What follows belongs to an exercise in optimizing a design on an open flow for small area and a short achievable clock period; a production flow would make more cautious choices. The RTL was checked by simulation tests, not by an equivalence proof against the original design. Power figures rest on the tool's default switching activity, not on a simulated workload.

==> design/flow/flow/run.sh <==
#!/bin/bash
# The standard layout, except that buffer_ports gives each port a
# sky130_fd_sc_hd__buf_1 (repair_timing resizes it where timing needs more)
# instead of the delay cell it picks by itself, and the clock tree is built
# from clkbuf_8 without dummy loads.
set -euo pipefail
cd "$(dirname "$0")/.."
export BUFFER_PORTS_ARGS="-buffer_cell sky130_fd_sc_hd__buf_1"
export CTS_ARGS="-sink_clustering_enable -repair_clock_nets -buf_list sky130_fd_sc_hd__clkbuf_8 -dont_use_dummy_load"
bash standard.sh "BUFFER_PORTS_ARGS=$BUFFER_PORTS_ARGS" "CTS_ARGS=$CTS_ARGS" finish > make_finish.log 2>&1
==> design/flow/standard.sh <==
#!/bin/bash
# synth_recipe.tcl (not shown) runs the flow's synth.tcl, then flattens the netlist and writes it again
# the make line also repeats each setting of config.mk as NAME=value (left out here)
make -C /OpenROAD-flow-scripts/flow DESIGN_CONFIG=/design/flow/config.mk WORK_HOME=/design/flow/orfs CLKGATE_MAP_FILE= SYNTH_SCRIPT=/design/flow/synth_recipe.tcl "${@:-finish}"
==> design/flow/config.mk <==
export PLATFORM = sky130hd
export DESIGN_NAME = timer_top
export DESIGN_NICKNAME = timer_top
export VERILOG_FILES = /design/flow/design.v
export SDC_FILE = /design/flow/constraint.sdc
export NUM_CORES = 4
export LEC_CHECK = 0
export CAP_MARGIN = 20
export CORE_MARGIN = 2
export CORE_UTILIZATION = 40
export SETUP_SLACK_MARGIN = 2.5
export SLEW_MARGIN = 20
==> design/flow/constraint.sdc <==
create_clock -name core_clock -period 5.0 [get_ports {sys_clk}]
set_input_delay 1.0000 -clock core_clock [delete_from_list [all_inputs] [get_ports {sys_clk}]]
set_output_delay 1.0000 -clock core_clock [all_outputs]
set_load 0.01 [all_outputs]
==> design/flow/design.v <==
module timer_top(
input        sys_clk    ,
input        sys_rst_n  ,
input        tim_psel   ,
input        tim_pwrite ,
input        tim_penable,
input [11:0] tim_paddr  ,
input [31:0] tim_pwdata ,
input [3:0]  tim_pstrb  ,
input        dbg_mode   ,
output       tim_int    ,
output [31:0] tim_prdata,
output       tim_pready ,
output       tim_pslverr
);
wire [31:0] wd = tim_pwdata;
wire [3:0]  ps = tim_pstrb;
genvar gi;
reg pen_q;
always @(posedge sys_clk or negedge sys_rst_n)
    if (!sys_rst_n) pen_q <= 1'b0;
    else            pen_q <= tim_penable;
assign tim_pready = tim_penable & pen_q;
wire wr = tim_psel & tim_penable & tim_pwrite;
wire a_ok = (tim_paddr[11:5] == 7'd0) & (tim_paddr[1:0] == 2'd0);
wire [2:0] a_idx = tim_paddr[4:2];
wire s_tcr   = a_ok & (a_idx == 3'd0);
wire s_tdr0  = a_ok & (a_idx == 3'd1);
wire s_tdr1  = a_ok & (a_idx == 3'd2);
wire s_tcmp0 = a_ok & (a_idx == 3'd3);
wire s_tcmp1 = a_ok & (a_idx == 3'd4);
wire s_tier  = a_ok & (a_idx == 3'd5);
wire s_tisr  = a_ok & (a_idx == 3'd6);
wire s_thcsr = a_ok & (a_idx == 3'd7);
reg r_tcr, r_tdr0, r_tdr1, r_tcmp0, r_tcmp1, r_tier, r_tisr, r_thcsr;
always @(posedge sys_clk) begin
    r_tcr   <= s_tcr;
    r_tdr0  <= s_tdr0;
    r_tdr1  <= s_tdr1;
    r_tcmp0 <= s_tcmp0;
    r_tcmp1 <= s_tcmp1;
    r_tier  <= s_tier;
    r_tisr  <= s_tisr;
    r_thcsr <= s_thcsr;
end
reg       timer_en, div_en;
reg [3:0] div_val;
wire w_tcr = wr & s_tcr;
wire err_c = timer_en ? ((ps[0] & (wd[1] != div_en)) |
                         (ps[1] & (wd[11:8] != div_val)))
                      : (ps[1] & wd[11] & (wd[10] | wd[9] | wd[8]));
wire tcr_ok = w_tcr & ~err_c;
wire tcr_l0 = tcr_ok & ps[0];
wire tcr_l1 = tcr_ok & ps[1];
wire clr    = tcr_l0 & timer_en & ~wd[0];
wire       timer_en_d = tcr_l0 ? wd[0]    : timer_en;
wire       div_en_d   = tcr_l0 ? wd[1]    : div_en;
wire [3:0] div_val_d  = tcr_l1 ? wd[11:8] : div_val;
always @(posedge sys_clk or negedge sys_rst_n)
    if (!sys_rst_n) begin
        timer_en <= 1'b0;
        div_en   <= 1'b0;
        div_val  <= 4'd1;
    end else begin
        timer_en <= timer_en_d;
        div_en   <= div_en_d;
        div_val  <= div_val_d;
    end
reg err_q;
always @(posedge sys_clk)
    err_q <= w_tcr & err_c;
assign tim_pslverr = err_q;
reg halt_req, halt_ack;
wire halt = halt_req & dbg_mode;
always @(posedge sys_clk or negedge sys_rst_n)
    if (!sys_rst_n) begin
        halt_req <= 1'b0;
        halt_ack <= 1'b0;
    end else begin
        if (wr & s_thcsr & ps[0]) halt_req <= wd[0];
        halt_ack <= halt;
    end
reg [7:0] pre;
reg       go;
wire [7:0] mask;
generate for (gi = 0; gi < 8; gi = gi + 1) begin : g_mask
    assign mask[gi] = div_val > gi;
end endgenerate
wire [7:0] pre_d = !(timer_en & div_en) ? 8'd0 :
                   halt                 ? pre  : pre + 8'd1;
wire go_d = timer_en ? timer_en_d & (~div_en | &(pre_d | ~mask))
                     : timer_en_d & (~div_en_d | (div_val_d == 4'd0));
always @(posedge sys_clk or negedge sys_rst_n)
    if (!sys_rst_n) begin
        pre <= 8'd0;
        go  <= 1'b0;
    end else begin
        pre <= pre_d;
        go  <= go_d;
    end
wire cnt_en = go & ~halt;
reg  [63:0] cnt;
wire ld_lo = wr & s_tdr0;
wire ld_hi = wr & s_tdr1;
wire en_lo = cnt_en & ~ld_lo;
wire en_hi = cnt_en & ~ld_hi;
wire [3:0]  bl_lo = ({4{ld_lo}} & ps) | {4{clr}};
wire [3:0]  bl_hi = ({4{ld_hi}} & ps) | {4{clr}};
wire [31:0] wdx   = wd & {32{~clr}};
wire [64:0] pf;
assign pf[0] = 1'b1;
generate for (gi = 1; gi <= 64; gi = gi + 1) begin : g_pf
    assign pf[gi] = &cnt[gi-1:0];
end endgenerate
wire [63:0] cnt_d;
generate for (gi = 0; gi < 64; gi = gi + 1) begin : g_cnt
    wire bl = (gi < 32) ? bl_lo[(gi % 32) / 8] : bl_hi[(gi % 32) / 8];
    wire en = (gi < 32) ? en_lo : en_hi;
    assign cnt_d[gi] = bl ? wdx[gi % 32] : cnt[gi] ^ (en & pf[gi]);
end endgenerate
always @(posedge sys_clk or negedge sys_rst_n)
    if (!sys_rst_n) cnt <= 64'd0;
    else            cnt <= cnt_d;
reg [31:0] tcmp0, tcmp1;
generate for (gi = 0; gi < 4; gi = gi + 1) begin : g_tcmp
    always @(posedge sys_clk or negedge sys_rst_n)
        if (!sys_rst_n) begin
            tcmp0[gi*8 +: 8] <= 8'hff;
            tcmp1[gi*8 +: 8] <= 8'hff;
        end else begin
            if (wr & s_tcmp0 & ps[gi]) tcmp0[gi*8 +: 8] <= wd[gi*8 +: 8];
            if (wr & s_tcmp1 & ps[gi]) tcmp1[gi*8 +: 8] <= wd[gi*8 +: 8];
        end
end endgenerate
reg int_en, int_st;
wire match = (cnt == {tcmp1, tcmp0});
always @(posedge sys_clk or negedge sys_rst_n)
    if (!sys_rst_n) begin
        int_en <= 1'b0;
        int_st <= 1'b0;
    end else begin
        if (wr & s_tier & ps[0]) int_en <= wd[0];
        if (wr & s_tisr & ps[0] & wd[0] & int_st) int_st <= 1'b0;
        else if (match)                           int_st <= 1'b1;
    end
assign tim_int = int_en & int_st;
assign tim_prdata = ({32{r_tdr0}}  & cnt[31:0])  |
                    ({32{r_tdr1}}  & cnt[63:32]) |
                    ({32{r_tcmp0}} & tcmp0)      |
                    ({32{r_tcmp1}} & tcmp1)      |
                    ({32{r_tcr}}   & {20'd0, div_val, 6'd0, div_en, timer_en}) |
                    ({32{r_tier}}  & {31'd0, int_en}) |
                    ({32{r_tisr}}  & {31'd0, int_st}) |
                    ({32{r_thcsr}} & {30'd0, halt_ack, halt_req});
endmodule
==> summary.md, run 1 <==
| Metric | Value |
|---|---|
| Critical Path AT | `between 1500 and 2000 ps` |
| FF-to-FF setup slack | `2630 ps` |
| RSZ-0062 raised after global routing | `true` |
| DRC errors left | `0` |
| GRT overflow | `0` |
| Initial drt markers | `710` |
| Clk sinks | `roughly 160` |
| Clock-pin slew on the worst setup and hold paths | `approximately 90 ps` |
| Worst R2R End | `cnt[63]` |
| All-layer global routing usage | `around 25%` |
| Die area | `between 20000 and 25000 µm²` |
| Drt total wl | `30300 µm` |
| Area of the multi-input gates | `roughly 5400 µm²` |
| Least-Margin Pin Slew | `769 ps` |
| Clk_skew | `~30 ps` |
| Final worst slack | `~2500 ps` |
| Placed wire-length estimate | `about 20000 µm` |
| Vias/cell | `approximately 5.9` |
| Reg2Reg Depth | `7` |
| Worst path slowest cell | `dfxtp_4` |
| Largest cells by area after synthesis | `dfrtp_1 23%, dfstp_2 19%, mux2_2 8.8%` |
| Initial antenna violation count | `0` |
| Hold Buf Count CTS | `0` |
| I/O Buffers | `88` |
| Data required time of the critical path | `4000 ps` |
| Vias in the first global route | `between 7k and 8k` |
| Crit-path cells | `buf_12, a222oi_1, nand2_1, buf_1` |
| Htree depth | `4` |
| Hold Slack | `around 390 ps` |
| Storage cell area | `3990 µm²` |
| Commonest cells post-synth | `124 x nand2_1, 83 x dfrtp_1, 71 x mux2_2` |
| Max-cap violations | `0` |
| Status | `no timing/DRC/antenna violations` |
| Fillers | `between 2k and 2.5k` |
| Critical R2R Launch | `cnt[46]` |
| Top FF cell, synth | `dfrtp_1` |
| CP max stage delay | `around 370 ps` |
| Area of the core | `about 22000 µm²` |
| Routability congestion estimate | `approximately 0.86` |
| Startpoint Class | `flip-flop` |
| Pre-Repair DR Iteration Count | `7` |
| Number of routed nets with antenna violations | `0` |
| I/O Pins | `89` |
| Leak | `roughly 4.6 nW` |
| Post-Syn Nets | `~980` |
| Post-synth EDFFs | `0` |
| Num rows | `55` |
| Area grow syn2layout | `21.4%` |
| Fin crit period | `about 2500 ps` |
| Synth unique cells | `68` |
| Largest area contributor in the netlist | `dfrtp_1` |
| Finish-stage setup viols | `0` |
| Total Negative Setup Slacks | `0 ps` |
| Most common cell in the netlist | `nand2_1` |
| Ant. Diodes | `0` |
| Period Utilization, post-route | `between 50% and 60%` |
| First-pass GRT wire length | `about 45000 µm` |
| Dpl ws | `about 1500 ps` |
| HP Class | `input pin to async pin` |
| Final cell count without fillers | `about 1.3k` |
| Crit. End Element | `output port` |
| Largest net degree at the start of global routing | `approximately 140` |
| Synth Register Bits | `157` |
| F_max | `approximately 390 MHz` |
| Final nets | `around 1.1k` |
| TritonCTS clock tree | `built` |
| Share of cells above drive strength 1 | `33.4%` |
| Sequential area share after synthesis | `between 40 and 50%` |
| Syn_area_per_cell | `roughly 10 µm²` |
| Synth warn | `1` |
| Buffer depth of the longest clock path | `2` |
| Fin util | `~49%` |
| Mapped Cells | `slightly above 900` |
| Die X | `about 150 µm` |
| Slew Viols, Final | `0` |
| Num CTS Buffers | `17` |
| Vias | `7830` |
| Worst skew pair latency | `roughly 470 ps` |
| Critical path class | `flip-flop to output port` |
| Max VDD drop | `~0.12 mV` |
| Max FO, Critical Path | `11` |
| Post-synthesis async set-or-reset flop share | `94.3%` |
| Yosys top cell area share | `23.0%` |
| Die height | `~150 µm` |
| Power per Cell Area | `around 220 nW/µm²` |
| Starting Density | `between 40% and 50%` |
| Routed length per instance | `about 23 µm` |
| Root Driver | `clkbuf_8` |
| Slew headroom | `around half` |
| Synthesized area | `between 9000 and 10000 µm²` |
| Placed Cells | `1249` |
| Final Hold Vio Count | `0` |
==> cell type report <==
cell class / instances / share of cell area, %
timing repair buffer: 143 / 9.07
inverter: 12 / 0.411
clock buffer: 17 / 2.13
tap: 285 / 3.25
sequential: 157 / 36.4
multi-input combinational: 705 / 48.8
==> cells in the final DEF (no fill, tap or decap), types with 4 or more instances in the layout <==
| master | n |
|---|---|
| dfstp_2 | 65 |
| nor4_4 | 4 |
| nor2_4 | 8 |
| nor2_1 | 36 |
| xor2_1 | 70 |
| dfrtp_2 | 9 |
| mux2_2 | 37 |
| a22oi_2 | 22 |
| buf_4 | 37 |
| nand2_1 | 110 |
| dfrtp_1 | 74 |
| mux2_4 | 34 |
| clkbuf_8 | 17 |
| a22oi_1 | 41 |
| nor4_1 | 10 |
| dfxtp_4 | 4 |
| o211ai_1 | 4 |
| nand4_1 | 23 |
| nor3_1 | 12 |
| buf_1 | 62 |
| and3_1 | 16 |
| and3_2 | 4 |
| inv_1 | 12 |
| xnor2_1 | 64 |
| nand3_1 | 12 |
| clkbuf_2 | 14 |
| nand3_2 | 10 |
| and4_1 | 7 |
| o21ai_1 | 21 |
| a21oi_1 | 27 |
| o21ai_0 | 38 |
| a222oi_1 | 4 |
| dfxtp_1 | 5 |
| buf_12 | 12 |
| and2_1 | 9 |
| buf_2 | 11 |
| nand2_2 | 14 |
| nor3_2 | 4 |
==> critical path: cells and delay by family, from the launching register on <==
family | cells | cell delay, ps
AND/OR/NAND/NOR | 1 | 120
flip-flops | 1 | 370
AO/OA/AOI/OAI | 1 | 300
buffers and inverters | 2 | 300
==> per-layer routing <==
| metal | wire (µm) | vias up | GRT usage [%] |
|---|---|---|---|
| li1 | - | 3517 | - |
| met1 | 13400 | 3904 | 35.2 |
| met2 | 13800 | 346 | 39.2 |
| met3 | 2160 | 63 | 4.65 |
| met4 | 928 | 0 | 8.77 |
| met5 | 0 | - | 0 |
==> what timing repair did <==
action / 4_1_cts / 5_1_grt
gates cloned: 0 / 1
pin swaps: 14 / 14
buffers inserted: 35 / 17
setup endpoints to repair: 124 / 132
endpoints found under the hold margin: 0 / 0
resized for setup: 37 / 83
==> state kept, by name (all words and copies together) (netlist names), 4 cells and up <==
register and count:
pre 8, tcmp0 32, tcmp1 32, cnt 64, div_val 4
==> cell families after synthesis <==
| logic type | count (synthesis) | share of synthesized area (%) |
|---|---|---|
| buf+inv | 59 | 2.75 |
| mux | 73 | 9.08 |
| simple gates | 312 | 17.6 |
| compound gates | 183 | 13.4 |
| fa+ha+maj | 2 | 0.277 |
| xor+xnor | 134 | 13.0 |
| flops | 157 | 43.9 |
==> power by group <==
part	internal (mW)	leakage, nW	switching [mW]
registers	1.31	1.85	0.0574
logic	0.130	2.61	0.187
clock network	0.300	0.122	0.431
total	1.74	4.59	0.675
==> worst max-delay path by stage <==
stage / from / end / slack [ps] / cells past startpoint
final: r_tdr0 / tim_prdata[10] / 2450 / 4
after global routing: tim_paddr[7] / cnt[25] / 2390 / 10
after CTS: r_tdr0 / tim_prdata[10] / 2440 / 4
after detailed placement: tim_pwdata[1] / cnt[38] / 1450 / 8
after global placement: tim_paddr[11] / cnt[23] / 1550 / 8
after floorplan: tim_paddr[11] / tcmp0[25] / 2350 / 6
==> per-stage QoR <==
| stage | power, mW | area, µm² |
|---|---|---|
| after floorplan | 1.54 | 9370 |
| after CTS | 2.40 | 10600 |
| after detailed placement | 1.66 | 9810 |
| after global routing | 2.51 | 11000 |
| final | 2.41 | 11000 |
| after global placement | 1.66 | 9810 |
==> run 2: changes to the inputs <==
--- a/design/flow/config.mk
+++ b/design/flow/config.mk
@@ -10,3 +10,3 @@
 export CORE_UTILIZATION = 40
-export SETUP_SLACK_MARGIN = 2.5
+export SETUP_SLACK_MARGIN = 2.3
 export SLEW_MARGIN = 20
==> run 2 against run 1 <==
Net effect: first-iteration DRC count rose by 0.56%; critical path depth rose by 2; clock-buffer cell count did not move; global-route usage fell by 1.5 points; clock power fell by 1%; still clean; final area fell by 8.6%; area after synthesis did not move; register-to-register slack got worse by 200 ps.
==> summary.md, run 2 <==
| Metric | Value |
|---|---|
| Initial drt markers | `714 (was 710)` |
| Share of cells above drive strength 1 | `21.4% (was 33.4%)` |
| Largest cells by area after synthesis | `dfrtp_1 23%, dfstp_2 19%, mux2_2 8.8% (unchanged)` |
| Clk sinks | `157 (unchanged)` |
| Post-synthesis async set-or-reset flop share | `94.3% (unchanged)` |
| Top FF cell, synth | `dfrtp_1 (unchanged)` |
| I/O Pins | `89 (unchanged)` |
| Reg with most FFs | `cnt (unchanged)` |
| Crit path max-delay family | `simple AND/OR/NAND/NOR gates (was flip-flops)` |
| Synth warn | `1 (unchanged)` |
| Leak | `4.20 nW (was 4.59 nW)` |
| Hold Buf Count CTS | `0 (unchanged)` |
| Max FFs per register | `64 (unchanged)` |
| Drt total wl | `27900 µm (was 30300 µm)` |
| Worst skew pair latency | `470 ps (about the same)` |
| TritonCTS clock tree | `built (unchanged)` |
| Crit-path cells | `buf_1, nor4_4, nand4b_4, or2_2, nor2_2, mux2_2 (was buf_12, a222oi_1, nand2_1, buf_1)` |
| Crit. End Element | `flip-flop (was output port)` |
| Hold Slack | `554 ps (was 389 ps)` |
| Vias in the first global route | `7175 (was 7550)` |
| Total Negative Setup Slacks | `0 ps (unchanged)` |
| CP max stage delay | `520 ps (was 370 ps)` |
| Most frequent cells in the layout | `119 x nand2_1, 85 x buf_1, 81 x dfrtp_1 (was 110 x nand2_1, 74 x dfrtp_1, 70 x xor2_1)` |
| Finish-stage setup viols | `0 (unchanged)` |
| Pre-Repair DR Iteration Count | `7 (unchanged)` |
| Die X | `154 µm (unchanged)` |
| First-pass GRT wire length | `43100 µm (was 45300 µm)` |
| Root Driver | `clkbuf_8 (unchanged)` |
| Die height | `154 µm (unchanged)` |
| Clk_skew | `22.1 ps (was 29.7 ps)` |
| Final Hold Vio Count | `0 (unchanged)` |
| Synth Register Bits | `157 (unchanged)` |
| Power per Cell Area | `236 nW/µm² (was 220 nW/µm²)` |
| Max FO, Critical Path | `10 (was 11)` |
| Commonest non-fill, non-tap cell in the layout | `nand2_1 (unchanged)` |
| Most common cell in the netlist | `nand2_1 (unchanged)` |
| Post-synth EDFFs | `0 (unchanged)` |
| Area of the multi-input gates | `4910 µm² (was 5350 µm²)` |
| Starting Density | `40.3% (unchanged)` |
| Least-Margin Pin Slew | `847 ps (was 769 ps)` |
| Fin crit period | `2700 ps (was 2550 ps)` |
| Initial antenna violation count | `0 (unchanged)` |
| Largest regs | `cnt (64), tcmp0 (32), tcmp1 (32) (unchanged)` |
| Sequential area share after synthesis | `43.9% (unchanged)` |
| Synth unique cells | `68 (unchanged)` |
| HP Class | `flip-flop to flip-flop (was input pin to async pin)` |
| Ant. Diodes | `0 (unchanged)` |
| Htree depth | `4 (unchanged)` |
| Clock-pin slew on the worst setup and hold paths | `80 ps (was 90 ps)` |
| Num CTS Buffers | `17 (unchanged)` |
| Vias/cell | `5.77 (was 5.94)` |
| Worst path slowest cell | `nor2_2 (was dfxtp_4)` |
| Die area | `23800 µm² (unchanged)` |
| Area grow syn2layout | `11.0% (was 21.4%)` |
| Synthesized area | `9040 µm² (unchanged)` |
| Startpoint Class | `input pin (was flip-flop)` |
| Commonest cells post-synth | `124 x nand2_1, 83 x dfrtp_1, 71 x mux2_2 (unchanged)` |
| Slew headroom | `43.5% (was 48.7%)` |
| Max VDD drop | `0.148 mV (was 0.119 mV)` |
| Final nets | `1048 (was 1092)` |
| All-layer global routing usage | `23.6% (was 25.1%)` |
| Num rows | `55 (unchanged)` |
| Period Utilization, post-route | `54.0% (was 50.9%)` |
| Area of the core | `22400 µm² (unchanged)` |
| Post-Syn Nets | `976 (unchanged)` |
| Critical path class | `input pin to flip-flop (was flip-flop to output port)` |
| Largest area contributor in the netlist | `dfrtp_1 (unchanged)` |
| Syn_area_per_cell | `9.82 µm² (unchanged)` |
| F_max | `370 MHz (was 393 MHz)` |
| DRC errors left | `0 (unchanged)` |
| RSZ-0062 raised after global routing | `true (unchanged)` |
| Placed wire-length estimate | `19600 µm (was 20300 µm)` |
| Yosys top cell area share | `23.0% (unchanged)` |
| Critical Path AT | `3080 ps (was 1550 ps)` |
| Fillers | `2207 (was 2089)` |
| Mapped Cells | `920 (unchanged)` |
| Data required time of the critical path | `5380 ps (was 4000 ps)` |
| Crit path buf inv count | `1 (was 2)` |
| GRT overflow | `0 (unchanged)` |
| Max-cap violations | `0 (unchanged)` |
| Storage cell area | `3980 µm² (was 3990 µm²)` |
| Buffer depth of the longest clock path | `2 (unchanged)` |
| FF-to-FF setup slack | `2430 ps (was 2630 ps)` |
| Routed length per instance | `21.8 µm (was 22.9 µm)` |
| Largest net degree at the start of global routing | `149 (was 138)` |
| Vias | `7357 (was 7830)` |
| Status | `no timing/DRC/antenna violations (unchanged)` |
| Routability congestion estimate | `0.902 (was 0.861)` |
| I/O Buffers | `88 (unchanged)` |
| Number of routed nets with antenna violations | `0 (unchanged)` |
| Slew Viols, Final | `0 (unchanged)` |
## run 2: changes by cell type in the layout (fill, tap and decap cells not counted), sizes merged
cell | previous run | this run
buf | 128 | 97
clkbuf | 32 | 20
and4 | 10 | 9
## run 2: what timing repair did
action	in CTS	in global routing
gates resized for setup	11	17
setup endpoints to repair	109	98
pin swaps	1	1
buffers inserted	3	6
## run 2: final cells by class
cell class / instances / area share (%)
multi-input cells: 704 / 48.9
clock buffers: 17 / 2.33
well taps: 285 / 3.55
repair buffers: 100 / 5.05
inverters: 12 / 0.449
flip-flops and latches: 157 / 39.7
## run 2: cell families (layout without fill, tap and decap cells)
kind of cell             after synthesis  count (layout)  synth area share (%)
AO/OA/AOI/OAI                        183             183                  13.4
flip-flops                           157             157                  43.9
multiplexers                          73              73                  9.08
adder cells (fa/ha/maj)                2               2                 0.277
XOR/XNOR                             134             134                  13.0
buffers and inverters                 59             129                  2.75
AND/OR/NAND/NOR                      312             312                  17.6
## run 2: final timing paths
kind                             end  cells past startpoint          from
max                        tcmp1[11]                      6  tim_paddr[7]
min                           int_en                      1        int_en
max reg2reg                  cnt[23]                      7        cnt[3]
min reg2reg                   int_en                      1        int_en
max in group asynchronous    cnt[36]                      2     sys_rst_n
min in group asynchronous    cnt[58]                      2     sys_rst_n
## run 2: power by group
group          internal (mW)  switching (mW)
sequential              1.31          0.0568
clock                  0.300           0.424
combinational          0.109           0.169
total                   1.71           0.650
## run 2: metal layers
metal | track usage (%) | routed length, µm
met2 | 37.9 | 12900
met5 | 0 | 0
met4 | 5.64 | 464
met3 | 4.23 | 1950
met1 | 33.5 | 12600
## run 2: per-stage QoR
stage | util, % | total power, mW | instance area, µm² | cells | setup WS [ps]
5_1_grt | 44.7 | 2.46 | 10000 | 1275 | 2240
3_3_place_gp | 42.7 | 1.65 | 9580 | 1249 | 1500
6_report | 44.7 | 2.37 | 10000 | 1275 | 2300
2_1_floorplan | - | 1.53 | 9050 | 920 | 2280
4_1_cts | 44.0 | 2.38 | 9870 | 1269 | 2250
3_5_place_dp | 42.7 | 1.65 | 9580 | 1249 | 1490
==> run 3: changes to the inputs <==
==> design/flow/flow/run.sh (replaced) <==
#!/bin/bash
# The standard layout, except that buffer_ports gives each port a
# sky130_fd_sc_hd__buf_1 (repair_timing resizes it where timing needs more)
# instead of the delay cell it picks by itself, and the clock tree is built
# from clkbuf_8, in clusters of up to 30 registers, without dummy loads.
set -euo pipefail
cd "$(dirname "$0")/.."
export BUFFER_PORTS_ARGS="-buffer_cell sky130_fd_sc_hd__buf_1"
export CTS_ARGS="-sink_clustering_enable -sink_clustering_size 30 -sink_clustering_max_diameter 120 -repair_clock_nets -buf_list sky130_fd_sc_hd__clkbuf_8 -dont_use_dummy_load"
bash standard.sh "BUFFER_PORTS_ARGS=$BUFFER_PORTS_ARGS" "CTS_ARGS=$CTS_ARGS" finish > make_finish.log 2>&1
==> run 3 against run 2 <==
Net effect: flip-flop and latch count is the same; cell count stayed put; first-iteration DRC count unchanged; clock power hardly changed; die area unchanged; via count unchanged; sequential power about the same; worst hold slack unchanged; wire length is the same; synthesized cell count is the same; power did not move; register-to-register slack about the same.
==> summary.md, run 3 <==
| Metric | Value |
|---|---|
| Buffer depth of the longest clock path | `2 (unchanged)` |
| Design Power | `2.37 mW (unchanged)` |
| Clk_skew | `22.1 ps (unchanged)` |
| Die area | `23800 µm² (unchanged)` |
| Slew Viols, Final | `0 (unchanged)` |
| Least-Margin Pin Slew | `847 ps (unchanged)` |
| Synth Register Bits | `157 (unchanged)` |
| Synthesized area | `9040 µm² (unchanged)` |
| Mapped Cells | `920 (unchanged)` |
| Drt total wl | `27900 µm (unchanged)` |
| Die height | `154 µm (unchanged)` |
| Vias | `7357 (unchanged)` |
| Crit path max-delay family | `simple AND/OR/NAND/NOR gates (unchanged)` |
| Post-Syn Nets | `976 (unchanged)` |
| Root Driver | `clkbuf_8 (unchanged)` |
| Clock-pin slew on the worst setup and hold paths | `80 ps (about the same)` |
| Worst path slowest cell | `nor2_2 (unchanged)` |
| I/O Buffers | `88 (unchanged)` |
| Pre-Repair DR Iteration Count | `7 (unchanged)` |
| I/O Pins | `89 (unchanged)` |
| Critical Path AT | `3080 ps (about the same)` |
| Synth unique cells | `68 (unchanged)` |
| Final Hold Vio Count | `0 (unchanged)` |
| Fin crit period | `2700 ps (unchanged)` |
| Clk sinks | `157 (unchanged)` |
| Syn_area_per_cell | `9.82 µm² (unchanged)` |
| Max FO, Critical Path | `10 (unchanged)` |
| Post-synthesis async set-or-reset flop share | `94.3% (unchanged)` |
| Htree depth | `4 (unchanged)` |
| HP Class | `flip-flop to flip-flop (unchanged)` |
| Area of the multi-input gates | `4910 µm² (unchanged)` |
| Routability congestion estimate | `0.902 (unchanged)` |
| Max VDD drop | `0.148 mV (unchanged)` |
| Commonest cells post-synth | `124 x nand2_1, 83 x dfrtp_1, 71 x mux2_2 (unchanged)` |
| Placed wire-length estimate | `19600 µm (unchanged)` |
| Hold Buf Count CTS | `0 (unchanged)` |
| Post-DP Area | `9580 µm² (unchanged)` |
| Most common cell in the netlist | `nand2_1 (unchanged)` |
| Final instance area | `10000 µm² (unchanged)` |
| Finish-stage setup viols | `0 (unchanged)` |
| Crit path buf inv count | `1 (unchanged)` |
| Leak | `4.20 nW (unchanged)` |
| Hold Slack | `554 ps (unchanged)` |
| Crit. End Element | `flip-flop (unchanged)` |
| Post-synth EDFFs | `0 (unchanged)` |
| Num CTS Buffers | `17 (unchanged)` |
| Top FF cell, synth | `dfrtp_1 (unchanged)` |
| Yosys top cell area share | `23.0% (unchanged)` |
| Commonest non-fill, non-tap cell in the layout | `nand2_1 (unchanged)` |
| Initial antenna violation count | `0 (unchanged)` |
| Vias/cell | `5.77 (unchanged)` |
| Starting Density | `40.3% (unchanged)` |
| Largest regs | `cnt (64), tcmp0 (32), tcmp1 (32) (unchanged)` |
| Reg with most FFs | `cnt (unchanged)` |
| Share of cells above drive strength 1 | `21.4% (unchanged)` |
| Largest cells by area after synthesis | `dfrtp_1 23%, dfstp_2 19%, mux2_2 8.8% (unchanged)` |
| Fin util | `44.7% (unchanged)` |
| Slew headroom | `43.5% (unchanged)` |
| F_max | `370 MHz (unchanged)` |
| Max-cap violations | `0 (unchanged)` |
| All-layer global routing usage | `23.6% (unchanged)` |
| Critical path class | `input pin to flip-flop (unchanged)` |
| Initial drt markers | `714 (unchanged)` |
| Area of the core | `22400 µm² (unchanged)` |
| Routed length per instance | `21.8 µm (unchanged)` |
| Sequential area share after synthesis | `43.9% (unchanged)` |
| Crit-path cells | `buf_1, nor4_4, nand4b_4, or2_2, nor2_2, mux2_2 (unchanged)` |
| Total Negative Setup Slacks | `0 ps (unchanged)` |
| Vias in the first global route | `7175 (unchanged)` |
| CP max stage delay | `520 ps (about the same)` |
| GRT overflow | `0 (unchanged)` |
| Area grow syn2layout | `11.0% (unchanged)` |
| Worst skew pair latency | `470 ps (about the same)` |
| Data required time of the critical path | `5380 ps (about the same)` |
| Number of routed nets with antenna violations | `0 (unchanged)` |
| Synth warn | `1 (unchanged)` |
| Num rows | `55 (unchanged)` |
| Max FFs per register | `64 (unchanged)` |
| Startpoint Class | `input pin (unchanged)` |
| Largest net degree at the start of global routing | `149 (unchanged)` |
| RSZ-0062 raised after global routing | `true (unchanged)` |
| Most frequent cells in the layout | `119 x nand2_1, 85 x buf_1, 81 x dfrtp_1 (unchanged)` |
| Largest area contributor in the netlist | `dfrtp_1 (unchanged)` |
| Status | `no timing/DRC/antenna violations (unchanged)` |
| Power per Cell Area | `236 nW/µm² (unchanged)` |
| Period Utilization, post-route | `54.0% (unchanged)` |
| Storage cell area | `3980 µm² (unchanged)` |
| First-pass GRT wire length | `43100 µm (unchanged)` |
| Die X | `154 µm (unchanged)` |
| Final nets | `1048 (unchanged)` |
| DRC errors left | `0 (unchanged)` |
| TritonCTS clock tree | `built (unchanged)` |
| Ant. Diodes | `0 (unchanged)` |
| Fillers | `2207 (unchanged)` |
run 3: cell counts after synthesis:
Identical to the previous run, type by type.
run 3: cell type report:
type | instances | share of cell area [%]
clock buffer | 17 | 2.33
inverter | 12 | 0.449
multi-input combinational | 704 | 48.9
sequential | 157 | 39.7
tap | 285 | 3.55
timing repair buffer | 100 | 5.05
run 3: per-layer routing:
| layer | vias to the layer above | routed length [µm] | global-route usage, % |
|---|---|---|---|
| met5 | - | 0 | 0 |
| met4 | 0 | 464 | 5.64 |
| met3 | 29 | 1950 | 4.23 |
| met2 | 281 | 12900 | 37.9 |
| met1 | 3613 | 12600 | 33.5 |
| li1 | 3434 | - | - |
run 3: power breakdown:
part / internal, mW / switching [mW] / leakage, nW
registers: 1.31 / 0.0568 / 1.86
logic: 0.109 / 0.169 / 2.22
clock network: 0.300 / 0.424 / 0.122
total: 1.71 / 0.650 / 4.20
run 3: path summary, 6_finish.rpt:
check                      slack, ps  cells after the start          from         to
setup / recovery                2300                      6  tim_paddr[7]  tcmp1[11]
hold / removal                   550                      1        int_en     int_en
setup reg to reg                2430                      7        cnt[3]    cnt[23]
hold reg to reg                  550                      1        int_en     int_en
max in group asynchronous       3660                      2     sys_rst_n    cnt[36]
min in group asynchronous        710                      2     sys_rst_n    cnt[58]
run 3: what timing repair did:
| action | 4_1_cts | 5_1_grt |
|---|---|---|
| pin swaps | 1 | 1 |
| buffers inserted | 3 | 6 |
| endpoints found under the setup margin | 109 | 98 |
| gates resized for setup | 11 | 17 |
run 3: kinds of logic after synthesis:
kind of cell / share of synthesized area, %
adder cells (fa/ha/maj): 0.277
flip-flops: 43.9
XOR/XNOR: 13.0
AND/OR/NAND/NOR: 17.6
AO/OA/AOI/OAI: 13.4
multiplexers: 9.08
buffers and inverters: 2.75
run 3: metrics by stage:
stage,worst slack (ps),std cells
2_1_floorplan,2280,920
3_3_place_gp,1500,1249
3_5_place_dp,1490,1249
4_1_cts,2250,1269
5_1_grt,2240,1275
6_report,2300,1275
==> run 4: changes to the inputs <==
--- a/design/flow/design.v
+++ b/design/flow/design.v
@@ -26,21 +26,21 @@
 wire [2:0] a_idx = tim_paddr[4:2];
-wire s_tcr   = a_ok & (a_idx == 3'd0);
-wire s_tdr0  = a_ok & (a_idx == 3'd1);
-wire s_tdr1  = a_ok & (a_idx == 3'd2);
-wire s_tcmp0 = a_ok & (a_idx == 3'd3);
-wire s_tcmp1 = a_ok & (a_idx == 3'd4);
-wire s_tier  = a_ok & (a_idx == 3'd5);
-wire s_tisr  = a_ok & (a_idx == 3'd6);
-wire s_thcsr = a_ok & (a_idx == 3'd7);
 reg r_tcr, r_tdr0, r_tdr1, r_tcmp0, r_tcmp1, r_tier, r_tisr, r_thcsr;
 always @(posedge sys_clk) begin
-    r_tcr   <= s_tcr;
-    r_tdr0  <= s_tdr0;
-    r_tdr1  <= s_tdr1;
-    r_tcmp0 <= s_tcmp0;
-    r_tcmp1 <= s_tcmp1;
-    r_tier  <= s_tier;
-    r_tisr  <= s_tisr;
-    r_thcsr <= s_thcsr;
+    r_tcr   <= a_ok & (a_idx == 3'd0);
+    r_tdr0  <= a_ok & (a_idx == 3'd1);
+    r_tdr1  <= a_ok & (a_idx == 3'd2);
+    r_tcmp0 <= a_ok & (a_idx == 3'd3);
+    r_tcmp1 <= a_ok & (a_idx == 3'd4);
+    r_tier  <= a_ok & (a_idx == 3'd5);
+    r_tisr  <= a_ok & (a_idx == 3'd6);
+    r_thcsr <= a_ok & (a_idx == 3'd7);
 end
+wire s_tcr   = r_tcr;
+wire s_tdr0  = r_tdr0;
+wire s_tdr1  = r_tdr1;
+wire s_tcmp0 = r_tcmp0;
+wire s_tcmp1 = r_tcmp1;
+wire s_tier  = r_tier;
+wire s_tisr  = r_tisr;
+wire s_thcsr = r_thcsr;
 reg       timer_en, div_en;
==> design/flow/flow/run.sh (replaced) <==
#!/bin/bash
# The standard layout, except that buffer_ports gives each port a
# sky130_fd_sc_hd__buf_1 (repair_timing resizes it where timing needs more)
# instead of the delay cell it picks by itself, and the clock tree is built
# from clkbuf_8 without dummy loads.
set -euo pipefail
cd "$(dirname "$0")/.."
export BUFFER_PORTS_ARGS="-buffer_cell sky130_fd_sc_hd__buf_1"
export CTS_ARGS="-sink_clustering_enable -repair_clock_nets -buf_list sky130_fd_sc_hd__clkbuf_8 -dont_use_dummy_load"
bash standard.sh "BUFFER_PORTS_ARGS=$BUFFER_PORTS_ARGS" "CTS_ARGS=$CTS_ARGS" finish > make_finish.log 2>&1
--- a/design/flow/config.mk
+++ b/design/flow/config.mk
@@ -10,3 +10,3 @@
 export CORE_UTILIZATION = 40
-export SETUP_SLACK_MARGIN = 2.3
+export SETUP_SLACK_MARGIN = 2.4
 export SLEW_MARGIN = 20
==> run 4 against run 3 <==
Net effect: fmax rose by 5.9%; clock-buffer cell count did not move; power fell by 12%; utilization rose by 0.93 points; synthesized cell count fell by 5.2%; still clean on timing, DRC and antenna; sequential power fell by 7%; cell count fell by 4.4%; highest routed layer unchanged; clock power rose by 1%; die area fell by 1.4%; first-iteration DRC count rose by 5.0%; register-to-register slack improved by 130 ps; sequential share of layout area rose by 0.24 points.
==> summary.md, run 4 <==
| Metric | Value |
|---|---|
| Status | `no timing/DRC/antenna violations (unchanged)` |
| Starting Density | `40.8% (was 40.3%)` |
| Switch Pwr | `495 µW (was 650 µW)` |
| Hold Startpoint | `r_tier (was int_en)` |
| Root Driver | `clkbuf_8 (unchanged)` |
| Most common cell in the netlist | `xnor2_1 (was nand2_1)` |
| Post-Syn Nets | `928 (was 976)` |
| Critical Path AT | `1550 ps (was 3080 ps)` |
| Yosys top cell area share | `23.3% (was 23.0%)` |
| WHS Path Cells | `2 (was 1)` |
| Worst R2R End | `cnt[60] (was cnt[23])` |
| Largest cells by area after synthesis | `dfrtp_1 23%, dfstp_2 19%, xnor2_1 10% (was dfrtp_1 23%, dfstp_2 19%, mux2_2 8.8%)` |
| Least-Margin Pin Slew | `936 ps (was 847 ps)` |
| HP Class | `flip-flop to flip-flop (unchanged)` |
| Slew Viols, Final | `0 (unchanged)` |
| Clk sinks | `157 (unchanged)` |
| Power per Cell Area | `209 nW/µm² (was 236 nW/µm²)` |
| Max VDD drop | `0.141 mV (was 0.148 mV)` |
| Pre-Repair DR Iteration Count | `5 (was 7)` |
| Area of the core | `21800 µm² (was 22400 µm²)` |
| Htree depth | `4 (unchanged)` |
| Comb pwr share | `3.9% (was 11.8%)` |
| Most frequent cells in the layout | `102 x xnor2_1, 89 x nand2_1, 87 x buf_1 (was 119 x nand2_1, 85 x buf_1, 81 x dfrtp_1)` |
| Worst skew pair latency | `460 ps (was 470 ps)` |
| Critical path class | `flip-flop to output port (was input pin to flip-flop)` |
| Final Hold Vio Count | `0 (unchanged)` |
| Dpl ws | `1280 ps (was 1490 ps)` |
| Top FF cell, synth | `dfrtp_1 (unchanged)` |
| Synth warn | `1 (unchanged)` |
| Number of routed nets with antenna violations | `0 (unchanged)` |
| Largest regs | `cnt (64), tcmp0 (32), tcmp1 (32) (unchanged)` |
| Routed length per instance | `22.3 µm (was 21.8 µm)` |
| Max FFs per register | `64 (unchanged)` |
| Mapped Cells | `872 (was 920)` |
| Reg2Reg Depth | `7 (unchanged)` |
| Synth unique cells | `54 (was 68)` |
| Max-cap violations | `0 (unchanged)` |
| Switch share | `23.7% (was 27.5%)` |
| Post-synthesis async set-or-reset flop share | `94.3% (unchanged)` |
| Crit-path cells | `a222oi_1, nand2_1, buf_1 (was buf_1, nor4_4, nand4b_4, or2_2, nor2_2, mux2_2)` |
| CP max stage delay | `450 ps (was 520 ps)` |
| Vias/cell | `5.97 (was 5.77)` |
| Largest area contributor in the netlist | `dfrtp_1 (unchanged)` |
| Synthesized area | `8910 µm² (was 9040 µm²)` |
| Post-synth EDFFs | `0 (unchanged)` |
| Die X | `153 µm (was 154 µm)` |
| Initial drt markers | `750 (was 714)` |
| Max FO, Critical Path | `6 (was 10)` |
| All-layer global routing usage | `23.5% (was 23.6%)` |
| Vias | `7283 (was 7357)` |
| Placed wire-length estimate | `18300 µm (was 19600 µm)` |
| FF-to-FF setup slack | `2560 ps (was 2430 ps)` |
| Die height | `153 µm (was 154 µm)` |
| Hold endpoint | `int_en (unchanged)` |
| Commonest cells post-synth | `102 x xnor2_1, 89 x nand2_1, 83 x dfrtp_1 (was 124 x nand2_1, 83 x dfrtp_1, 71 x mux2_2)` |
| Design Power | `2.09 mW (was 2.37 mW)` |
| Reg with most FFs | `cnt (unchanged)` |
| Hold Buf Count CTS | `0 (unchanged)` |
| Drt total wl | `27200 µm (was 27900 µm)` |
| Clock-pin slew on the worst setup and hold paths | `70 ps (was 80 ps)` |
| Worst path slowest cell | `dfrtp_2 (was nor2_2)` |
| Num rows | `54 (was 55)` |
| Share of cells above drive strength 1 | `21.3% (was 21.4%)` |
| Final nets | `996 (was 1048)` |
| Vias in the first global route | `7045 (was 7175)` |
| Initial antenna violation count | `0 (unchanged)` |
| Crit. End Element | `output port (was flip-flop)` |
| Sequential area share after synthesis | `44.5% (was 43.9%)` |
| First-pass GRT wire length | `42500 µm (was 43100 µm)` |
| TritonCTS clock tree | `built (unchanged)` |
| I/O Buffers | `88 (unchanged)` |
| Die area | `23500 µm² (was 23800 µm²)` |
| Area grow syn2layout | `11.8% (was 11.0%)` |
| Finish-stage setup viols | `0 (unchanged)` |
| Total Negative Setup Slacks | `0 ps (unchanged)` |
| Leak | `3.84 nW (was 4.20 nW)` |
| Clk_skew | `29.2 ps (was 22.1 ps)` |
| Largest net degree at the start of global routing | `65 (was 149)` |
| Period Utilization, post-route | `51.0% (was 54.0%)` |
| RSZ-0062 raised after global routing | `true (unchanged)` |
| GRT overflow | `0 (unchanged)` |
| Synth Register Bits | `157 (unchanged)` |
| Commonest non-fill, non-tap cell in the layout | `xnor2_1 (was nand2_1)` |
| Data required time of the critical path | `4000 ps (was 5380 ps)` |
| Slew headroom | `37.6% (was 43.5%)` |
| Routability congestion estimate | `0.847 (was 0.902)` |
| Clk network pwr share | `35.1% (was 30.6%)` |
| Buffer depth of the longest clock path | `2 (unchanged)` |
| Syn_area_per_cell | `10.2 µm² (was 9.82 µm²)` |
| F_max | `392 MHz (was 370 MHz)` |
| Critical R2R Launch | `cnt[9] (was cnt[3])` |
| Num CTS Buffers | `17 (unchanged)` |
| Share of power burned in registers | `61.0% (was 57.6%)` |
| Fin crit period | `2550 ps (was 2700 ps)` |
| Internal | `1.59 mW (was 1.71 mW)` |
| I/O Pins | `89 (unchanged)` |
| Final worst slack | `2450 ps (was 2300 ps)` |
| Startpoint Class | `flip-flop (was input pin)` |
| DRC errors left | `0 (unchanged)` |
run 4: stage by stage:
| step | hold slack [ps] | cell area (µm²) | instances | utilization, % |
|---|---|---|---|---|
| 3_5_place_dp | 481 | 9430 | 1184 | 43.2 |
| 5_1_grt | 515 | 9960 | 1218 | 45.6 |
| 3_3_place_gp | 470 | 9430 | 1184 | 43.2 |
| 4_1_cts | 503 | 9870 | 1216 | 45.2 |
| 2_1_floorplan | 455 | 8930 | 872 | - |
| 6_report | 497 | 9960 | 1219 | 45.6 |
run 4: cells by family after synthesis:
group	after synthesis	share of synthesized area, %
buffers and inverters	74	3.24
DFF	157	44.5
AOI/OAI and AO/OA	167	14.4
and+or+nand+nor	266	15.4
xor gates and xnor gates	137	13.5
adders and majority gates	2	0.281
muxes	69	8.71
run 4: timing repair:
| action | 4_1_cts | 5_1_grt |
|---|---|---|
| cloned | 2 | 0 |
| setup buffers | 13 | 2 |
| pin swaps | 3 | 2 |
| setup endpoints to repair | 96 | 80 |
| resized for setup | 9 | 17 |
| endpoints found under the hold margin | 0 | 0 |
run 4: layout make-up:
cell class	count	area [µm²]
fillers	2124	11900
multi-input cells	643	4760
flip-flops and latches	157	3980
repair buffers	108	587
well taps	280	350
clock buffers	17	234
inverters	13	48.8
diodes	1	2.50
run 4: worst max path at each step:
| stage | end | slack (ps) | cells after the start | startpoint |
|---|---|---|---|---|
| final | tim_prdata[11] | 2450 | 3 | div_val[3] |
| after global routing | tim_prdata[9] | 2350 | 3 | cnt[9] |
| after floorplan | cnt[58] | 2360 | 8 | tim_pwrite |
| after detailed placement | cnt[20] | 1280 | 6 | tim_penable |
| after CTS | tim_prdata[16] | 2410 | 4 | r_tcmp1 |
| after global placement | cnt[19] | 1400 | 6 | tim_penable |
run 4: power groups by stage:
| stage | Combinational [mW] | Sequential [mW] | Clock [mW] |
|---|---|---|---|
| after floorplan | 0.0140 | 1.30 | 0 |
| after global placement | 0.0794 | 1.30 | 0 |
| after detailed placement | 0.0800 | 1.30 | 0 |
| after CTS | 0.0811 | 1.27 | 0.745 |
| after global routing | 0.0895 | 1.27 | 0.795 |
| final | 0.0807 | 1.27 | 0.732 |
run 4: metal layers:
layer | global-route usage, % | vias to the layer above | part of all wire (%)
met5 | 0 | - | 0
met3 | 4.96 | 32 | 6.5
met2 | 35.9 | 270 | 45
li1 | - | 3327 | -
met1 | 33.8 | 3654 | 46
met4 | 6.53 | 0 | 1.7
run 4: worst max-delay path: cells and delay by family, from the launching register on:
family | cells | cell delay (ps)
flip-flops | 1 | 450
AO/OA/AOI/OAI | 1 | 340
AND/OR/NAND/NOR | 1 | 160
buffers and inverters | 1 | 160
==> run 5: changes to the inputs <==
--- a/design/flow/config.mk
+++ b/design/flow/config.mk
@@ -10,3 +10,3 @@
 export CORE_UTILIZATION = 40
-export SETUP_SLACK_MARGIN = 2.4
+export SETUP_SLACK_MARGIN = 2.6
 export SLEW_MARGIN = 20
==> run 5 against run 4 <==
Net effect: largest cell class unchanged; largest power group unchanged; power is 0.69% lower; worst hold slack better by 4.6 ps; clock-buffer cell count stayed put; wire length hardly changed; sequential share of layout area is 1.2 points lower; critical endpoint is now tim_prdata[0]; via count is 0.52% higher; highest routed layer unchanged; area after synthesis stayed put.
==> summary.md, run 5 <==
| Metric | Value |
|---|---|
| Status | `no timing/DRC/antenna violations (unchanged)` |
| Largest regs | `cnt (64), tcmp0 (32), tcmp1 (32) (unchanged)` |
| Area of the core | `21800 µm² (unchanged)` |
| Fin crit period | `2510 ps (was 2550 ps)` |
| Critical Path AT | `1510 ps (was 1550 ps)` |
| Die X | `153 µm (unchanged)` |
| Sequential area share after synthesis | `44.5% (unchanged)` |
| Slew headroom | `59.4% (was 37.6%)` |
| Synth unique cells | `54 (unchanged)` |
| Most frequent cells in the layout | `101 x xnor2_1, 84 x nand2_1, 79 x buf_1 (was 102 x xnor2_1, 89 x nand2_1, 87 x buf_1)` |
| Data required time of the critical path | `4000 ps (about the same)` |
| Worst skew pair latency | `470 ps (was 460 ps)` |
| Reg with most FFs | `cnt (unchanged)` |
| Post-synthesis async set-or-reset flop share | `94.3% (unchanged)` |
| Num rows | `54 (unchanged)` |
| Max FFs per register | `64 (unchanged)` |
| Area grow syn2layout | `15.8% (was 11.8%)` |
| Max VDD drop | `0.153 mV (was 0.141 mV)` |
| Syn_area_per_cell | `10.2 µm² (unchanged)` |
| Placed wire-length estimate | `18400 µm (was 18300 µm)` |
| Largest area contributor in the netlist | `dfrtp_1 (unchanged)` |
| HP Class | `flip-flop to flip-flop (unchanged)` |
| Least-Margin Pin Slew | `610 ps (was 936 ps)` |
| Clk sinks | `157 (unchanged)` |
| Commonest cells post-synth | `102 x xnor2_1, 89 x nand2_1, 83 x dfrtp_1 (unchanged)` |
| Placed Cells | `1185 (was 1184)` |
| Leak | `4.03 nW (was 3.84 nW)` |
| Buffer depth of the longest clock path | `2 (unchanged)` |
| Slew Viols, Final | `0 (unchanged)` |
| Root Driver | `clkbuf_8 (unchanged)` |
| Yosys top cell area share | `23.3% (unchanged)` |
| Worst path slowest cell | `dfxtp_4 (was dfrtp_2)` |
| Initial drt markers | `657 (was 750)` |
| Max FO, Critical Path | `6 (unchanged)` |
| Largest net degree at the start of global routing | `71 (was 65)` |
| Largest cells by area after synthesis | `dfrtp_1 23%, dfstp_2 19%, xnor2_1 10% (unchanged)` |
| Crit. End Element | `output port (unchanged)` |
| Crit-path cells | `buf_2, a22oi_2, nand4_1, buf_1 (was a222oi_1, nand2_1, buf_1)` |
| Critical path class | `flip-flop to output port (unchanged)` |
| Post-synth EDFFs | `0 (unchanged)` |
| Total Negative Setup Slacks | `0 ps (unchanged)` |
| GRT overflow | `0 (unchanged)` |
| Vias/cell | `5.91 (was 5.97)` |
| Num CTS Buffers | `17 (unchanged)` |
| Htree depth | `4 (unchanged)` |
| All-layer global routing usage | `23.6% (was 23.5%)` |
| Pre-Repair DR Iteration Count | `5 (unchanged)` |
| Synthesized area | `8910 µm² (unchanged)` |
| Final nets | `1016 (was 996)` |
| Commonest non-fill, non-tap cell in the layout | `xnor2_1 (unchanged)` |
| First-pass GRT wire length | `42800 µm (was 42500 µm)` |
| Die height | `153 µm (unchanged)` |
| Most common cell in the netlist | `xnor2_1 (unchanged)` |
| Hold Buf Count CTS | `0 (unchanged)` |
| Startpoint Class | `flip-flop (unchanged)` |
| F_max | `398 MHz (was 392 MHz)` |
| Routed length per instance | `22.0 µm (was 22.3 µm)` |
| Finish-stage setup viols | `0 (unchanged)` |
| I/O Pins | `89 (unchanged)` |
| Power per Cell Area | `201 nW/µm² (was 209 nW/µm²)` |
| Synth warn | `1 (unchanged)` |
| Number of routed nets with antenna violations | `0 (unchanged)` |
| Final cell count without fillers | `1238 (was 1219)` |
| Clk_skew | `25.5 ps (was 29.2 ps)` |
| Max-cap violations | `0 (unchanged)` |
| Initial antenna violation count | `0 (unchanged)` |
| Final Hold Vio Count | `0 (unchanged)` |
| Mapped Cells | `872 (unchanged)` |
| DRC errors left | `0 (unchanged)` |
| Drt total wl | `27200 µm (about the same)` |
| I/O Buffers | `88 (unchanged)` |
| FF-to-FF setup slack | `2720 ps (was 2560 ps)` |
| Vias in the first global route | `7148 (was 7045)` |
| Post-Syn Nets | `928 (unchanged)` |
| Ant. Diodes | `0 (was 1)` |
| TritonCTS clock tree | `built (unchanged)` |
| Period Utilization, post-route | `50.3% (was 51.0%)` |
| Vias | `7321 (was 7283)` |
| Top FF cell, synth | `dfrtp_1 (unchanged)` |
| RSZ-0062 raised after global routing | `true (unchanged)` |
| CP max stage delay | `400 ps (was 450 ps)` |
| Clock-pin slew on the worst setup and hold paths | `70 ps (about the same)` |
| Routability congestion estimate | `0.854 (was 0.847)` |
| Share of cells above drive strength 1 | `28.1% (was 21.3%)` |
| Synth Register Bits | `157 (unchanged)` |
| Die area | `23500 µm² (unchanged)` |
| Starting Density | `40.8% (unchanged)` |
-- run 5: cell count changes in the layout (fill, tap and decap cells not counted), sizes merged --
cell	delta
diode	-1
nand4	-1
buf	+16
clkbuf	+5
-- run 5: where the power goes --
part / leakage [nW] / internal [mW] / switching (mW)
registers: 1.88 / 1.27 / 0.00127
logic: 2.03 / 0.0207 / 0.0606
clock network: 0.122 / 0.300 / 0.418
total: 4.03 / 1.59 / 0.479
-- run 5: worst max-delay path, delay by kind of cell (launching register included) --
kind | cells | cell delay [ps]
compound gates | 1 | 200
flops | 1 | 400
simple gates | 1 | 130
buf+inv | 2 | 350
-- run 5: cell families (layout without fill, tap and decap cells) --
kind of cell,count (synthesis),count (layout),share of synthesized area (%)
mux,69,69,8.71
flops,157,157,44.5
buf+inv,74,159,3.24
fa+ha+maj,2,2,0.281
simple gates,266,267,15.4
compound gates,167,167,14.4
xor+xnor,137,137,13.5
-- run 5: metal layers --
layer	GRT usage (%)	share of wire, %	up-vias
met5	0	0	-
met4	7.80	2.6	0
met3	4.08	5.2	48
met2	36.2	46	212
met1	33.9	47	3701
li1	-	-	3360
-- run 5: what timing repair did --
| action | 4_1_cts | 5_1_grt |
|---|---|---|
| cloned | 1 | 0 |
| buffers inserted | 29 | 6 |
| resized for setup | 37 | 32 |
| pin swaps | 5 | 8 |
| endpoints found under the setup margin | 107 | 100 |
-- run 5: path summary, 6_finish.rpt --
path                           start       endpoint  cells past startpoint
min in group asynchronous  sys_rst_n        cnt[63]                      1
max in group asynchronous  sys_rst_n        cnt[17]                      2
hold / removal                r_tier         int_en                      2
setup / recovery              r_tdr1  tim_prdata[0]                      4
setup reg to reg             cnt[15]        cnt[59]                      7
hold reg to reg               r_tier         int_en                      2
-- run 5: cell type report --
cell class	instances	area, µm²
Clock buffer	17	234
Fill cell	2102	11500
Inverter	13	48.8
Multi-Input combinational cell	642	4920
Sequential cell	157	3990
Tap cell	280	350
Timing Repair Buffer	129	764
-- run 5: through the flow --
step	setup slack (ps)	total power, mW	hold WS, ps	utilization [%]	area, µm²
floorplan	2450	1.31	455	-	9120
global placement	1820	1.38	466	43.7	9530
detailed placement	1780	1.38	489	43.7	9530
CTS	2500	2.09	501	46.6	10200
global route	2410	2.16	524	47.3	10300
finish	2490	2.07	502	47.3	10300
==> run 6: changes to the inputs <==
--- a/design/flow/config.mk
+++ b/design/flow/config.mk
@@ -10,3 +10,3 @@
 export CORE_UTILIZATION = 40
-export SETUP_SLACK_MARGIN = 2.6
+export SETUP_SLACK_MARGIN = 2.8
 export SLEW_MARGIN = 20
==> run 6 against run 5 <==
Net effect: critical path depth grew 1; synthesized cell count is the same; wire length grew 8.9%; largest power group unchanged; final area grew 11%; area after synthesis is the same; global-route usage grew 0.89 points; flip-flop and latch count is the same; worst setup slack lost 25 ps; die area is the same; still clean; combinational power grew 12%; critical endpoint is now tim_prdata[16]; utilization grew 5.2 points; sequential share of layout area shrank 3.8 points.
==> summary.md, run 6 <==
| Metric | Value |
|---|---|
| Status | `no timing/DRC/antenna violations (unchanged)` |
| Top Metal Used | `met4 (unchanged)` |
| Largest cells by area after synthesis | `dfrtp_1 23%, dfstp_2 19%, xnor2_1 10% (unchanged)` |
| WL met1 | `13000 µm (was 12700 µm)` |
| Most common cell in the netlist | `xnor2_1 (unchanged)` |
| Synthesized area | `8910 µm² (unchanged)` |
| Leak | `4.59 nW (was 4.03 nW)` |
| Vias in the first global route | `7429 (was 7148)` |
| Routed length per instance | `23.5 µm (was 22.0 µm)` |
| Worst skew pair latency | `470 ps (about the same)` |
| DRC errors left | `0 (unchanged)` |
| Critical path class | `flip-flop to output port (unchanged)` |
| Fin crit period | `2540 ps (was 2510 ps)` |
| Max-cap violations | `0 (unchanged)` |
| Vias | `7715 (was 7321)` |
| Commonest non-fill, non-tap cell in the layout | `xnor2_1 (unchanged)` |
| Least-Margin Pin Slew | `955 ps (was 610 ps)` |
| Startpoint Class | `flip-flop (unchanged)` |
| Placed wire-length estimate | `18300 µm (was 18400 µm)` |
| Final nets | `1040 (was 1016)` |
| Slew Viols, Final | `0 (unchanged)` |
| Number of routed nets with antenna violations | `0 (unchanged)` |
| Crit. End Element | `output port (unchanged)` |
| Hold Slack | `497 ps (was 502 ps)` |
| Synth warn | `1 (unchanged)` |
| Most frequent cells in the layout | `100 x xnor2_1, 71 x nand2_1, 67 x dfrtp_1 (was 101 x xnor2_1, 84 x nand2_1, 79 x buf_1)` |
| TritonCTS clock tree | `built (unchanged)` |
| Share of cells above drive strength 1 | `43.5% (was 28.1%)` |
| First-pass GRT wire length | `44300 µm (was 42800 µm)` |
| Die height | `153 µm (unchanged)` |
| Max VDD drop | `0.154 mV (was 0.153 mV)` |
| Total Negative Setup Slacks | `0 ps (unchanged)` |
| Largest regs | `cnt (64), tcmp0 (32), tcmp1 (32) (unchanged)` |
| Top FF cell, synth | `dfrtp_1 (unchanged)` |
| Initial antenna violation count | `0 (unchanged)` |
| Syn_area_per_cell | `10.2 µm² (unchanged)` |
| Reg with most FFs | `cnt (unchanged)` |
| HP Class | `flip-flop to flip-flop (unchanged)` |
| Initial drt markers | `783 (was 657)` |
| All-layer global routing usage | `24.5% (was 23.6%)` |
| Pre-Repair DR Iteration Count | `6 (was 5)` |
| Commonest cells post-synth | `102 x xnor2_1, 89 x nand2_1, 83 x dfrtp_1 (unchanged)` |
| Vias/cell | `6.11 (was 5.91)` |
| Clk sinks | `157 (unchanged)` |
| Starting Density | `40.8% (unchanged)` |
| Hold Buf Count CTS | `0 (unchanged)` |
| Die X | `153 µm (unchanged)` |
| Sequential area share after synthesis | `44.5% (unchanged)` |
| Largest area contributor in the netlist | `dfrtp_1 (unchanged)` |
| Area of the core | `21800 µm² (unchanged)` |
| Power per Cell Area | `182 nW/µm² (was 201 nW/µm²)` |
| Max FO, Critical Path | `4 (was 6)` |
| Critical Path AT | `1540 ps (was 1510 ps)` |
| Area of the multi-input gates | `5540 µm² (was 4920 µm²)` |
| Fillers | `1920 (was 2102)` |
| Root Driver | `clkbuf_8 (unchanged)` |
| Storage cell area | `4000 µm² (was 3990 µm²)` |
| Area grow syn2layout | `28.6% (was 15.8%)` |
| Mapped Cells | `872 (unchanged)` |
| Finish-stage setup viols | `0 (unchanged)` |
| Ant. Diodes | `0 (unchanged)` |
| Post-synth EDFFs | `0 (unchanged)` |
| GRT overflow | `0 (unchanged)` |
| Clk_skew | `24.2 ps (was 25.5 ps)` |
| RSZ-0062 raised after global routing | `true (unchanged)` |
| Synth Register Bits | `157 (unchanged)` |
| Clock-pin slew on the worst setup and hold paths | `70 ps (about the same)` |
| I/O Buffers | `88 (unchanged)` |
| F_max | `394 MHz (was 398 MHz)` |
| Data required time of the critical path | `4000 ps (about the same)` |
| Dpl ws | `1780 ps (about the same)` |
| I/O Pins | `89 (unchanged)` |
| Htree depth | `4 (unchanged)` |
| Wire length on met3 | `1940 µm (was 1430 µm)` |
| Final Hold Vio Count | `0 (unchanged)` |
| Num CTS Buffers | `17 (unchanged)` |
| Synth unique cells | `54 (unchanged)` |
| Period Utilization, post-route | `50.8% (was 50.3%)` |
| Die area | `23500 µm² (unchanged)` |
| Num rows | `54 (unchanged)` |
| Final worst slack | `2460 ps (was 2490 ps)` |
| Yosys top cell area share | `23.3% (unchanged)` |
| Post-synthesis async set-or-reset flop share | `94.3% (unchanged)` |
| Buffer depth of the longest clock path | `2 (unchanged)` |
| Post-Syn Nets | `928 (unchanged)` |
| Slew headroom | `36.3% (was 59.4%)` |
| Routability congestion estimate | `0.896 (was 0.854)` |
| Max FFs per register | `64 (unchanged)` |
| Routed wl met2 | `13700 µm (was 12400 µm)` |
| Largest net degree at the start of global routing | `86 (was 71)` |
| Drt total wl | `29700 µm (was 27200 µm)` |
==> run 6: cell counts after synthesis <==
No cell type changed its count.
==> run 6: layout make-up <==
type,instances,share of cell area [%]
clock buffer,17,2.04
inverter,13,0.459
multi-input combinational,644,48.4
sequential,157,34.9
tap,280,3.06
timing repair buffer,151,11.1
==> run 6: report_power, final <==
| part | internal (mW) | switching (mW) |
|---|---|---|
| Combinational | 0.0275 | 0.0636 |
| Clock | 0.300 | 0.426 |
| Sequential | 1.27 | 0.00135 |
| Total | 1.60 | 0.491 |
==> run 6: path summary, 6_finish.rpt <==
path                            from             end  slack [ps]  cells after the start
setup / recovery             r_tcmp1  tim_prdata[16]        2460                      5
hold / removal                r_tier          int_en         500                      2
setup reg to reg              cnt[2]         cnt[60]        2740                      8
hold reg to reg               r_tier          int_en         500                      2
max in group asynchronous  sys_rst_n          cnt[5]        3280                      2
min in group asynchronous  sys_rst_n         cnt[34]         680                      1
==> run 6: cell families (layout without fill, tap and decap cells) <==
kind of cell	count (synthesis)	after routing	share of synthesized area [%]
adder cells (fa/ha/maj)	2	2	0.281
flip-flops	157	157	44.5
multiplexers	69	69	8.71
AO/OA/AOI/OAI	167	167	14.4
buffers and inverters	74	181	3.24
XOR/XNOR	137	137	13.5
AND/OR/NAND/NOR	266	269	15.4
==> run 6: per-stage QoR <==
step	cells	area, µm²	total power [mW]	util, %
floorplan	872	9230	1.31	-
finish	1262	11500	2.09	52.5
global placement	1184	9590	1.38	43.9
detailed placement	1184	9590	1.38	43.9
CTS	1234	10500	2.09	48.1
global route	1262	11500	2.17	52.5
==> run 6: what timing repair did <==
item,in CTS,in global routing
pin swaps,22,83
gates cloned,7,3
setup endpoints to repair,110,100
resized for setup,86,192
setup buffers,26,25
==> run 6: worst max-delay path: stages (launching register included) <==
cell	delay (ps)
dfxtp_4	390
buf_12	140
clkbuf_16	150
a22oi_2	160
nand2_2	100
buf_6	130
==> run 6: routing by layer <==
layer	track usage, %	vias to the layer above
li1	-	3417
met1	34.3	3916
met2	37.3	320
met3	4.56	62
met4	10.2	0
met5	0	-
==> run 7: changes to the inputs <==
--- a/design/flow/config.mk
+++ b/design/flow/config.mk
@@ -10,3 +10,3 @@
 export CORE_UTILIZATION = 40
-export SETUP_SLACK_MARGIN = 2.8
+export SETUP_SLACK_MARGIN = 2.5
 export SLEW_MARGIN = 20
==> run 7 against run 6 <==
Net effect: global-route usage decreased by 1.2 points; largest power group unchanged; worst setup slack got worse by 12 ps; clock skew fell by 0.54 ps; clock power increased by 0.6%; largest cell class unchanged; still clean on timing, DRC and antenna; sequential power hardly changed; cell count decreased by 1.8%.
==> summary.md, run 7 <==
| Metric | Value |
|---|---|
| Largest net degree at the start of global routing | `100 (was 86)` |
| Drt total wl | `28300 µm (was 29700 µm)` |
| Critical Path AT | `1550 ps (was 1540 ps)` |
| Number of routed nets with antenna violations | `0 (unchanged)` |
| HP Class | `flip-flop to flip-flop (unchanged)` |
| Die X | `153 µm (unchanged)` |
| Crit-path cells | `buf_4, clkbuf_16, a22oi_2, nand2_1, buf_2 (was buf_12, clkbuf_16, a22oi_2, nand2_2, buf_6)` |
| Commonest non-fill, non-tap cell in the layout | `xnor2_1 (unchanged)` |
| Clk_skew | `23.7 ps (was 24.2 ps)` |
| DRC errors left | `0 (unchanged)` |
| Dpl ws | `1790 ps (was 1780 ps)` |
| Largest cells by area after synthesis | `dfrtp_1 23%, dfstp_2 19%, xnor2_1 10% (unchanged)` |
| Startpoint Class | `flip-flop (unchanged)` |
| Num CTS Buffers | `17 (unchanged)` |
| Internal | `1.59 mW (was 1.60 mW)` |
| Total Negative Setup Slacks | `0 ps (unchanged)` |
| Ant. Diodes | `0 (unchanged)` |
| All-layer global routing usage | `23.3% (was 24.5%)` |
| Starting Density | `40.8% (unchanged)` |
| Largest area contributor in the netlist | `dfrtp_1 (unchanged)` |
| Root Driver | `clkbuf_8 (unchanged)` |
| Synth unique cells | `54 (unchanged)` |
| Period Utilization, post-route | `51.0% (was 50.8%)` |
| Worst path slowest cell | `dfxtp_4 (unchanged)` |
| Post-Syn Nets | `928 (unchanged)` |
| Die height | `153 µm (unchanged)` |
| Max VDD drop | `0.173 mV (was 0.154 mV)` |
| Reg2Reg Depth | `7 (was 8)` |
| F_max | `392 MHz (was 394 MHz)` |
| Commonest cells post-synth | `102 x xnor2_1, 89 x nand2_1, 83 x dfrtp_1 (unchanged)` |
| Status | `no timing/DRC/antenna violations (unchanged)` |
| Power per Cell Area | `200 nW/µm² (was 182 nW/µm²)` |
| Mapped Cells | `872 (unchanged)` |
| First-pass GRT wire length | `42600 µm (was 44300 µm)` |
| Critical R2R Launch | `cnt[13] (was cnt[2])` |
| Htree depth | `4 (unchanged)` |
| RSZ-0062 raised after global routing | `true (unchanged)` |
| GRT overflow | `0 (unchanged)` |
| I/O Pins | `89 (unchanged)` |
| I/O Buffers | `88 (unchanged)` |
| Finish-stage setup viols | `0 (unchanged)` |
| Area of the core | `21800 µm² (unchanged)` |
| Die area | `23500 µm² (unchanged)` |
| Share of cells above drive strength 1 | `29.3% (was 43.5%)` |
| Sequential area share after synthesis | `44.5% (unchanged)` |
| Syn_area_per_cell | `10.2 µm² (unchanged)` |
| Worst skew pair latency | `470 ps (about the same)` |
| Slew Viols, Final | `0 (unchanged)` |
| Final worst slack | `2450 ps (was 2460 ps)` |
run 7: cell count changes in the layout (fill, tap and decap cells not counted), moves of 8 or more:
cell / before / now
a22oi_1: 14 / 41
a22oi_2: 49 / 22
nor3_1: 8 / 17
nand3_1: 26 / 34
and3_4: 8 / 0
buf_2: 24 / 11
nand2_2: 15 / 1
buf_6: 14 / 2
buf_1: 46 / 64
nand3_2: 8 / 0
nand2_1: 71 / 88
run 7: cells by family (layout without fill, tap and decap cells):
logic type | after synthesis | in the layout | synth area share (%)
buf+inv | 74 | 160 | 3.24
flops | 157 | 157 | 44.5
mux | 69 | 69 | 8.71
fa+ha+maj | 2 | 2 | 0.281
simple gates | 266 | 267 | 15.4
xor+xnor | 137 | 137 | 13.5
compound gates | 167 | 167 | 14.4
run 7: worst min path at each step:
stage                     startpoint        to  depth (start not counted)
after floorplan               r_tier    int_en                          2
after CTS                   tcmp1[0]  tcmp1[0]                          2
after global routing        tcmp0[0]  tcmp0[0]                          2
final                       tcmp1[0]  tcmp1[0]                          2
after global placement        r_tier    int_en                          2
after detailed placement      r_tier    int_en                          2
run 7: power groups by stage:
stage | sequential (mW) | combinational (mW) | clock (mW)
finish | 1.27 | 0.0780 | 0.730
global route | 1.27 | 0.0877 | 0.796
CTS | 1.27 | 0.0788 | 0.744
detailed placement | 1.30 | 0.0781 | 0
global placement | 1.30 | 0.0783 | 0
floorplan | 1.30 | 0.0141 | 0
run 7: timing repair:
item / in CTS / in global routing
endpoints found under the setup margin: 77 / 98
cloned: 1 / 5
pin swaps: 7 / 15
buffers inserted: 23 / 9
gates resized for setup: 19 / 79
run 7: per-stage QoR:
step                      instance area (µm²)  cells  power (mW)
after global routing                    10400   1239        2.15
after CTS                               10000   1225        2.10
after global placement                   9490   1184        1.37
after floorplan                          9050    872        1.31
final                                   10400   1239        2.08
after detailed placement                 9490   1184        1.37
run 7: critical path, delay by kind of cell, from the launching register on:
kind	cells	cell delay (ps)
flops	1	350
buf+inv	3	500
compound gates	1	150
simple gates	1	100
run 7: cell type report:
| cell class | count | area (µm²) |
|---|---|---|
| fillers | 2068 | 11400 |
| multi-input cells | 642 | 4900 |
| flip-flops and latches | 157 | 4000 |
| repair buffers | 130 | 851 |
| well taps | 280 | 350 |
| clock buffers | 17 | 234 |
| inverters | 13 | 48.8 |
run 7: layer usage:
layer / up-vias / part of all wire (%) / global-route usage (%)
li1: 3357 / - / -
met1: 3830 / 45 / 34.1
met2: 334 / 45 / 34.3
met3: 55 / 7.6 / 4.71
met4: 0 / 2.7 / 8.20
met5: - / 0 / 0

Re-timed with assumed drivers on the ports (clkbuf_16 on the clock, buf_2 on other inputs), run 7 has 2.411 ns of setup slack against 2.450 ns with ideal ports, and 2.125 ns once port delays also move by the mid clock arrival of 0.499 ns.
